This is an optimization exercise on Yosys and OpenROAD, whose aim is small area, a short achievable clock period and few clock cycles, not a production implementation. At most, simulation tests tie the RTL to the original design; equivalence was not proved. Power and IR drop assume default switching activity.

the reference run:
Design cpu_pipeline, start of the top module:
module cpu_pipeline(
    input wire clk,
    input wire rst_n,
    output wire ibus_req,
    output wire [(32-1):0] ibus_addr,
    input wire [(32-1):0] ibus_rdata,
    input wire ibus_ready,
    output wire dbus_req,
    output wire dbus_we,
    output wire [(32-1):0] dbus_addr,
    output wire [(32-1):0] dbus_wdata,
    output wire [1:0] dbus_size,
    input wire [(32-1):0] dbus_rdata,
    input wire dbus_ready
);
Size in the first run: ~5600 cells after synthesis, ~0.057 mm^2 of cells after synthesis.
Settings: LEC_CHECK=0, CAP_MARGIN=30, CORE_MARGIN=2, CORE_UTILIZATION=40, SLEW_MARGIN=20, SYNTH_HIERARCHICAL=1, SYNTH_MINIMUM_KEEP_SIZE=0; clock period 8.0 ns.
run.sh (not shown) runs the stock make flow with config.mk's settings and CLKGATE_MAP_FILE= SYNTH_SCRIPT=/design/flow/synth_recipe.tcl, a recipe that flattens the netlist after the stock synthesis.
Input-level comparison between the trial run and the reference run:
# the reference run
export LEC_CHECK = 0
export CAP_MARGIN = 30
export CORE_MARGIN = 2
export CORE_UTILIZATION = 40
export SLEW_MARGIN = 20
export SYNTH_HIERARCHICAL = 1
export SYNTH_MINIMUM_KEEP_SIZE = 0
create_clock -name core_clock -period 8.0 [get_ports {clk}]
# the trial run
export LEC_CHECK = 0
export CAP_MARGIN = 30
export CORE_MARGIN = 2
export CORE_UTILIZATION = 40
export SETUP_SLACK_MARGIN = 3.0
export SLEW_MARGIN = 20
export SYNTH_HIERARCHICAL = 1
export SYNTH_MINIMUM_KEEP_SIZE = 0
create_clock -name core_clock -period 8.0 [get_ports {clk}]
Results
Floorplan die area came out exactly the same in the reference run and the trial run.
When the final numbers for the reference run and the trial run were put side by side, the proportion of cell area spent on the clock network turned out to be smaller in the trial run.
| layout net count | lower: the reference run |
Lower combinational share of power among the reference run and the trial run: the reference run
Re setup slack of the critical path after layout: the reference run and the trial run aren't equal, and the lower value belongs to the reference run.
The clock-buffer cell count reported for the trial run is smaller than that of the reference run by about 8%.
The higher highest clock rate of the reference run and the trial run is in the trial run.
Looking at slew at the pin with the worst max-slew slack, the trial run sits below the reference run.
Global-route wire length before repair in the trial run is about 1.8% lower than in the reference run
Diff the reference run -> the trial run | area growth from synthesis to layout | increase of 4.9 points
Function was not checked in any run of this note: the RTL went through the layout flow alone.

Another version of the RTL of cpu_pipeline (not shown whole).
For scale: roughly 5300 cells after synthesis, roughly 170 I/O pins.
Settings: LEC_CHECK=0, CAP_MARGIN=30, CORE_MARGIN=2, CORE_UTILIZATION=40, SETUP_SLACK_MARGIN=3.0, SLEW_MARGIN=20, SYNTH_HIERARCHICAL=1, SYNTH_MINIMUM_KEEP_SIZE=0; clock period 8.0 ns.
The baseline completed without violations.
Edit:
SETUP_SLACK_MARGIN = 3.6   (was 3.0)
The new run completed without violations.
Sequential cell count is unchanged.
Worst setup slack is worse by 0.12 ns.
Total power came out lower by 2.4%.
Via count barely changes.
Global-route usage rose by 0.57 points.
Cell area is higher by 0.63%.
No run of this note included a check of the RTL's function; only the layout flow was run.

cpu_pipeline, a different RTL version from the one above (not shown whole).
Design cpu_pipeline, start of the top module:
module cpu_pipeline(
    input wire clk,
    input wire rst_n,
    output wire ibus_req,
    output wire [(32-1):0] ibus_addr,
    input wire [(32-1):0] ibus_rdata,
    input wire ibus_ready,
    output wire dbus_req,
    output wire dbus_we,
    output wire [(32-1):0] dbus_addr,
    output wire [(32-1):0] dbus_wdata,
    output wire [1:0] dbus_size,
    input wire [(32-1):0] dbus_rdata,
    input wire dbus_ready
);
    reg ex_valid;
    reg [31:0] ex_rs1;
    reg [31:0] ex_b;     
    reg ex_sub;
    reg [31:0] ex_imm;
    reg [4:0] ex_rd;
    reg [2:0] ex_f3;
    reg ex_f7;           
    reg ex_wr;           
    reg ex_lui, ex_auipc, ex_jal, ex_jalr, ex_br, ex_ld, ex_st, ex_opimm, ex_op;
    reg [7:0] ex_clt, ex_ceq;   
    reg ex_clt7s;
    reg ex_base_pc;      
    reg ex_base_rs;      
    reg [31:2] fetch_q;
    wire [31:2] seq_pc = fetch_q + {29'd0, ex_valid};
    wire [31:0] wb_data;
    wire [31:2] fetch_pc;
    wire ex_mem = ex_ld | ex_st;
    wire replay = ex_valid & ex_mem & ~dbus_ready;
    wire accept = ibus_ready & ~replay;
    assign ibus_addr = {fetch_pc, 2'b00};
    assign ibus_req = ~replay;
    always @(posedge clk or negedge rst_n) begin
        if (!rst_n)
            fetch_q <= 30'd0;
        else if (!replay)
            fetch_q <= fetch_pc;
    end
    wire [31:0] inst = ibus_rdata;
    wire [6:0] opc = inst[6:0];
    wire d_lui   = (opc == 7'b0110111);
    wire d_auipc = (opc == 7'b0010111);
    wire d_jal   = (opc == 7'b1101111);
    wire d_jalr  = (opc == 7'b1100111);
  ...
==> flow/config.mk <==
export PLATFORM = sky130hd
export DESIGN_NAME = cpu_pipeline
export DESIGN_NICKNAME = cpu_pipeline
export VERILOG_FILES = /design/flow/design.v
export SDC_FILE = /design/flow/constraint.sdc
export NUM_CORES = 8
export LEC_CHECK = 0
export CAP_MARGIN = 30
export CORE_MARGIN = 2
export CORE_UTILIZATION = 40
export CTS_CLUSTER_DIAMETER = 120
export CTS_CLUSTER_SIZE = 22
export GPL_TIMING_DRIVEN = 0
export SETUP_SLACK_MARGIN = 3.0
export SLEW_MARGIN = 20
export SYNTH_HIERARCHICAL = 1
export SYNTH_MINIMUM_KEEP_SIZE = 0
==> flow/constraint.sdc <==
create_clock -name core_clock -period 8.0 [get_ports {clk}]
set_input_delay 1.6000 -clock core_clock [delete_from_list [all_inputs] [get_ports {clk}]]
set_output_delay 1.6000 -clock core_clock [all_outputs]
set_load 0.01 [all_outputs]
standard.sh (not shown) runs the stock make flow with config.mk's settings and CLKGATE_MAP_FILE= SYNTH_SCRIPT=/design/flow/synth_recipe.tcl, a recipe that flattens the netlist after the stock synthesis.
==> flow/flow/run.sh <==
#!/bin/bash
# Layout flow: the standard flow (standard.sh), with every input and
# output port buffered by buf_2 cells instead of the buffer cell that
# buffer_ports picks by default. Its full output goes to standard.log.
set -e
export BUFFER_PORTS_ARGS="-buffer_cell sky130_fd_sc_hd__buf_2"
bash standard.sh > standard.log 2>&1
The baseline ran to the end with no violations.
Testbench counts at the start, summed over its fixed seeds: cycles 77,558.
Rerun with:
Settings changed: GPL_TIMING_DRIVEN 0 to default, SETUP_SLACK_MARGIN 3.0 to 3.25.
Result: The changed run finished with timing, DRC and antenna clean. Synthesized cell count is unchanged. Maximum frequency rose by 1.7%. Count of clock-buffer cells in the layout is unchanged. Power rose by 1.4%. Global-route usage rose by 0.72 points. Design area fell by 1.9%. Wire length rose by 3.0%.
Rerun with:
==> flow/flow/run.sh (replaced) <==
#!/bin/bash
# Layout flow: the standard flow (standard.sh), with every input and
# output port buffered by buf_4 cells instead of the buffer cell that
# buffer_ports picks by default. Its full output goes to standard.log.
set -e
export BUFFER_PORTS_ARGS="-buffer_cell sky130_fd_sc_hd__buf_4"
bash standard.sh > standard.log 2>&1
Settings changed: CTS_CLUSTER_DIAMETER 120 to default, CTS_CLUSTER_SIZE 22 to default, SETUP_SLACK_MARGIN 3.25 to 3.0.
Outcome: The new run completed without violations. Worst setup slack is worse by 0.058 ns. Global-route usage goes down by 0.53 points. Flip-flop and latch count stays the same. Clock power goes up by 81%. Fmax goes down by 1.1%. Die area does not change.
Rerun with:
==> flow/flow/run.sh (replaced) <==
#!/bin/bash
# Layout flow: the standard flow (standard.sh), with every input and
# output port buffered by buf_2 cells instead of the buffer cell that
# buffer_ports picks by default. Its full output goes to standard.log.
set -e
export BUFFER_PORTS_ARGS="-buffer_cell sky130_fd_sc_hd__buf_2"
bash standard.sh > standard.log 2>&1
Settings changed: CTS_CLUSTER_DIAMETER from default to 130, CTS_CLUSTER_SIZE from default to 24.
Non-clock buffer count is higher by 4; hold slack improved by 0.0077 ns; worst setup slack improved by 0.075 ns; clock-buffer cell count is lower by 126; final cell count is lower by 2.0%; routed wire length is lower by 1.3%; design area is lower by 5.3%.

==> separate check: timing with driven ports <==
In the flow no input, the clock included, has a driving cell. The finished layouts below were timed again as built, in two steps.
Step 1 sets driving cells, clkbuf_16 on the clock port and buf_2 on the other inputs (assumed; they add their load-dependent delay and slew).
Step 2 moves the port delays by t, midway between the first and last clock arrival at a register: inputs arrive t later, outputs are due t later. That takes back most of the time a late clock gives input paths.
Three values: no drivers, after step 1, after step 2; two values: the first two.
run | t (ns) | setup WS [ns] | worst setup path after step 2 | worst register clock-pin slew, ns | pins driven straight from the clock port
the reference run | 0.845 | 1.140 / 1.052 / 1.436 | register to register | 0.07 / 0.07 | 1
the trial run | 0.851 | 2.165 / 2.076 / 2.021 | input to register | 0.07 / 0.07 | 1
the first run of note 2 | 0.875 | 2.582 / 2.501 / 2.082 | input to register | 0.07 / 0.07 | 1
the second run of note 2 | 0.863 | 2.460 / 2.379 / 2.490 | register to register | 0.07 / 0.07 | 1
the first run of note 3 | 0.834 | 2.903 / 2.836 / 2.002 | input to register | 0.12 / 0.12 | 1
the second run of note 3 | 0.822 | 2.986 / 2.902 / 2.201 | input to register | 0.11 / 0.11 | 1
the third run of note 3 | 0.862 | 2.928 / 2.873 / 2.011 | input to register | 0.07 / 0.07 | 1
the fourth run of note 3 | 0.786 | 3.003 / 2.952 / 2.191 | input to register | 0.12 / 0.12 | 1
After both steps every run listed still meets setup and hold. For the third run of note 3, which loses most, drivers alone change the setup slack by -0.055 ns; drivers and shift together by -0.917 ns.
